What follows belongs to an exercise in optimizing a design on an open flow for small area; a production flow would make more cautious choices.
The clock port is modelled as an ideal driver; clocking choices that lean on that would not hold on a real chip.

==> module macc_tree, before the edit <==
module macc_tree (
   input  [ 7:0] a,
   input  [ 7:0] b,
   input  [15:0] m,
   output [15:0] qn
);
   wire n1, n2;
   macc_ha h0 ((a[0] & b[5]), (a[1] & b[4]), n1, n2);
   wire n3, n4;
   macc_fa u0 ((a[0] & b[6]), (a[1] & b[5]), (a[2] & b[4]), n3, n4);
   wire n5, n6;
   macc_ha h1 ((a[3] & b[3]), (a[4] & b[2]), n5, n6);
   wire n7, n8;
   macc_fa u1 ((a[0] & b[7]), (a[1] & b[6]), (a[2] & b[5]), n7, n8);
   wire n9, n10;
   macc_fa u2 ((a[3] & b[4]), (a[4] & b[3]), (a[5] & b[2]), n9, n10);
   wire n11, n12;
   macc_ha h2 ((a[6] & b[1]), (a[7] & b[0]), n11, n12);
   wire n13, n14;
   macc_fa u3 ((a[1] & b[7]), (a[2] & b[6]), (a[3] & b[5]), n13, n14);
   wire n15, n16;
   macc_fa u4 ((a[4] & b[4]), (a[5] & b[3]), (a[6] & b[2]), n15, n16);
   wire n17, n18;
   macc_ha h3 ((a[7] & b[1]), m[8], n17, n18);
   wire n19, n20;
   macc_fa u5 ((a[2] & b[7]), (a[3] & b[6]), (a[4] & b[5]), n19, n20);
   wire n21, n22;
   macc_fa u6 ((a[5] & b[4]), (a[6] & b[3]), (a[7] & b[2]), n21, n22);
   wire n23, n24;
   macc_fa u7 ((a[3] & b[7]), (a[4] & b[6]), (a[5] & b[5]), n23, n24);
   wire n25, n26;
   macc_ha h4 ((a[0] & b[3]), (a[1] & b[2]), n25, n26);
   wire n27, n28;
   macc_fa u8 ((a[0] & b[4]), (a[1] & b[3]), (a[2] & b[2]), n27, n28);
   wire n29, n30;
   macc_ha h5 ((a[3] & b[1]), (a[4] & b[0]), n29, n30);
   wire n31, n32;
   macc_fa u9 ((a[2] & b[3]), (a[3] & b[2]), (a[4] & b[1]), n31, n32);
   wire n33, n34;
   macc_fa u10 ((a[5] & b[0]), m[5], n1, n33, n34);
   wire n35, n36;
   macc_fa u11 ((a[5] & b[1]), (a[6] & b[0]), m[6], n35, n36);
   wire n37, n38;
   macc_fa u12 (n2, n5, n3, n37, n38);
   wire n39, n40;
   macc_fa u13 (m[7], n6, n11, n39, n40);
   wire n41, n42;
   macc_fa u14 (n4, n7, n9, n41, n42);
   wire n43, n44;
   macc_fa u15 (n12, n17, n10, n43, n44);
   wire n45, n46;
   macc_fa u16 (n8, n13, n15, n45, n46);
   wire n47, n48;
   macc_fa u17 (m[9], n18, n14, n47, n48);
   wire n49, n50;
   macc_fa u18 (n16, n19, n21, n49, n50);
   wire n51, n52;
   macc_fa u19 ((a[6] & b[4]), (a[7] & b[3]), m[10], n51, n52);
   wire n53, n54;
   macc_fa u20 (n20, n22, n23, n53, n54);
   wire n55, n56;
   macc_fa u21 ((a[4] & b[7]), (a[5] & b[6]), (a[6] & b[5]), n55, n56);
   wire n57, n58;
   macc_fa u22 ((a[7] & b[4]), m[11], n24, n57, n58);
   wire n59, n60;
   macc_fa u23 ((a[5] & b[7]), (a[6] & b[6]), (a[7] & b[5]), n59, n60);
   wire n61, n62;
   macc_ha h6 ((a[0] & b[2]), (a[1] & b[1]), n61, n62);
   wire n63, n64;
   macc_fa u24 ((a[2] & b[1]), (a[3] & b[0]), m[3], n63, n64);
   wire n65, n66;
   macc_fa u25 (m[4], n26, n29, n65, n66);
   wire n67, n68;
   macc_fa u26 (n30, n28, n31, n67, n68);
   wire n69, n70;
   macc_fa u27 (n32, n35, n34, n69, n70);
   wire n71, n72;
   macc_fa u28 (n36, n39, n38, n71, n72);
   wire n73, n74;
   macc_fa u29 (n40, n42, n43, n73, n74);
   wire n75, n76;
   macc_fa u30 (n44, n46, n47, n75, n76);
   wire n77, n78;
   macc_fa u31 (n51, n48, n50, n77, n78);
   wire n79, n80;
   macc_fa u32 (n52, n55, n54, n79, n80);
   wire n81, n82;
   macc_fa u33 (m[12], n56, n59, n81, n82);
   wire n83, n84;
   macc_fa u34 ((a[6] & b[7]), (a[7] & b[6]), m[13], n83, n84);
   wire n85, n86;
   macc_ha h7 ((a[0] & b[1]), (a[1] & b[0]), n85, n86);
   wire n87, n88;
   macc_fa u35 ((a[2] & b[0]), m[2], n61, n87, n88);
   wire n89, n90;
   macc_fa u36 (n62, n25, n63, n89, n90);
   wire n91, n92;
   macc_fa u37 (n64, n27, n65, n91, n92);
   wire n93, n94;
   macc_fa u38 (n66, n33, n67, n93, n94);
   wire n95, n96;
   macc_fa u39 (n68, n37, n69, n95, n96);
   wire n97, n98;
   macc_fa u40 (n41, n70, n71, n97, n98);
   wire n99, n100;
   macc_fa u41 (n45, n72, n73, n99, n100);
   wire n101, n102;
   macc_fa u42 (n49, n74, n75, n101, n102);
   wire n103, n104;
   macc_fa u43 (n53, n76, n77, n103, n104);
   wire n105, n106;
   macc_fa u44 (n57, n78, n79, n105, n106);
   wire n107, n108;
   macc_fa u45 (n58, n81, n80, n107, n108);
   wire n109, n110;
   macc_fa u46 (n60, n83, n82, n109, n110);
   wire n111, n112;
   macc_fa u47 ((a[7] & b[7]), m[14], n84, n111, n112);
   wire n113, n114;
   macc_ha h8 ((a[0] & b[0]), m[0], n113, n114);
   wire n115, n116;
   macc_fa u48 (m[1], n85, n114, n115, n116);
   wire n117, n118;
   macc_fa u49 (n86, n87, n116, n117, n118);
   wire n119, n120;
   macc_fa u50 (n88, n89, n118, n119, n120);
   wire n121, n122;
   macc_fa u51 (n90, n91, n120, n121, n122);
   wire n123, n124;
   macc_fa u52 (n92, n93, n122, n123, n124);
   wire [9:0] r0 = {m[15], n110, n108, n106, n104, n102, n100, n98, n96, n94};
   wire [9:0] r1 = {n112, n111, n109, n107, n105, n103, n101, n99, n97, n95};
   wire [9:0] rs = r0 + r1 + n124;
   assign qn = {~rs[9], ~rs[8], ~rs[7], ~rs[6], ~rs[5], ~rs[4], ~rs[3], ~rs[2], ~rs[1], ~rs[0], ~n123, ~n121, ~n119, ~n117, ~n115, ~n113};
endmodule
==> flow/config.mk <==
export PLATFORM = sky130hd
export DESIGN_NAME = iob_axil_macc
export DESIGN_NICKNAME = iob_axil_macc
export VERILOG_FILES = /design/flow/design.v
export SDC_FILE = /design/flow/constraint.sdc
export NUM_CORES = 4
export LEC_CHECK = 0
export CAP_MARGIN = 20
export CORE_MARGIN = 2
export CORE_UTILIZATION = 40
export SLEW_MARGIN = 20
export SYNTH_HIERARCHICAL = 1
export SYNTH_MINIMUM_KEEP_SIZE = 0
==> flow/constraint.sdc <==
create_clock -name core_clock -period 5.0 [get_ports {clk_i}]
set_input_delay 1.0000 -clock core_clock [delete_from_list [all_inputs] [get_ports {clk_i}]]
set_output_delay 1.0000 -clock core_clock [all_outputs]
set_load 0.01 [all_outputs]
standard.sh (not shown) runs the stock make flow with config.mk's settings and CLKGATE_MAP_FILE= SYNTH_SCRIPT=/design/flow/synth_recipe.tcl, a recipe that flattens the netlist after the stock synthesis.
==> flow/flow/run.sh <==
#!/bin/bash
# The standard layout (standard.sh), with four changes to how the
# layout is made:
#  - after floorplanning, every combinational cell from synthesis is swapped
#    to the smallest cell of its kind (flow/downsize.tcl); the later repair
#    steps size cells up again where timing, slew or load need it;
#  - the port buffers are buf_1 cells;
#  - the clock tree uses clkbuf_8 and no dummy loads;
#  - after clock tree synthesis, clock buffers are swapped to smaller ones
#    while every flip-flop clock pin keeps a slew under 110 ps
#    (flow/clkdown.tcl).
# Each step's full output goes to its own log file in this folder.
set -euo pipefail
RES="$PWD/orfs/results/sky130hd/iob_axil_macc/base"
ARGS=(
  "BUFFER_PORTS_ARGS=-buffer_cell sky130_fd_sc_hd__buf_1"
  "CTS_ARGS=-sink_clustering_enable -repair_clock_nets -dont_use_dummy_load -buf_list sky130_fd_sc_hd__clkbuf_8 -sink_clustering_size 30"
)
bash standard.sh "${ARGS[@]}" floorplan > standard_floorplan.log 2>&1
DS_ODB="$RES/2_floorplan.odb" openroad -no_init -exit flow/downsize.tcl > downsize.log 2>&1
bash standard.sh "${ARGS[@]}" cts > standard_cts.log 2>&1
PLATFORM_DIR="$FLOW_HOME/platforms/sky130hd" CD_ODB="$RES/4_cts.odb" CD_SDC="$RES/4_cts.sdc" \
  CLK_SLEW_TARGET=0.110 openroad -no_init -exit flow/clkdown.tcl > clkdown.log 2>&1
bash standard.sh "${ARGS[@]}" finish > standard_finish.log 2>&1
Other scripts of this flow, unchanged in this note and not shown: flow/flow/clkdown.tcl, flow/flow/downsize.tcl
==> next run, changes <==
--- a/flow/design.v
+++ b/flow/design.v
@@ -833,10 +833,8 @@
    wire n121, n122;
    macc_fa u51 (n90, n91, n120, n121, n122);
-   wire n123, n124;
-   macc_fa u52 (n92, n93, n122, n123, n124);
-   wire [9:0] r0 = {m[15], n110, n108, n106, n104, n102, n100, n98, n96, n94};
-   wire [9:0] r1 = {n112, n111, n109, n107, n105, n103, n101, n99, n97, n95};
-   wire [9:0] rs = r0 + r1 + n124;
-   assign qn = {~rs[9], ~rs[8], ~rs[7], ~rs[6], ~rs[5], ~rs[4], ~rs[3], ~rs[2], ~rs[1], ~rs[0], ~n123, ~n121, ~n119, ~n117, ~n115, ~n113};
+   wire [10:0] r0 = {m[15], n110, n108, n106, n104, n102, n100, n98, n96, n94, n92};
+   wire [10:0] r1 = {n112, n111, n109, n107, n105, n103, n101, n99, n97, n95, n93};
+   wire [10:0] rs = r0 + r1 + n122;
+   assign qn = {~rs[10], ~rs[9], ~rs[8], ~rs[7], ~rs[6], ~rs[5], ~rs[4], ~rs[3], ~rs[2], ~rs[1], ~rs[0], ~n121, ~n119, ~n117, ~n115, ~n113};
 endmodule
 module macc_fa (
The changed run went through all stages and came out clean.
Register-to-register slack gains 0.10 ns.
Maximum frequency goes up by 2.1%.
Final cell count barely changes.
Hold slack is worse by 0.020 ns.
Wire length goes up by 1.6%.
Non-clock buffer count came out lower by 5.
Sequential share of layout area came out higher by 0.35 points.
Clock-buffer cell count does not change.
No functional check of the RTL was part of any run of this note.

[port drivers added, routing unchanged]
The results above use ideal ports. As a check the final layouts listed here were re-extracted and re-timed, cells and wires unchanged. Step 1: set_driving_cell puts a clkbuf_16 on clk_i and a buf_2 on each other input, an assumption about the parent block. Step 2 adds t to the input delays and takes it off the output delays; t is the mean of the earliest and latest rising clock arrival at the registers after step 1. Input paths then give back, and output paths get back, about the clock's delay inside the block. a / b / c = ideal / step 1 / step 2; a / b = the first two.
run	shift t [ns]	setup slack, ns	worst setup path at the end	worst slew at a driven data input, ns
the first run	0.557	0.123 / 0.123 / 0.123	register to register	0.03
the second run	0.591	0.224 / 0.224 / 0.224	register to register	0.04
After both steps setup and hold are still met in every run listed.
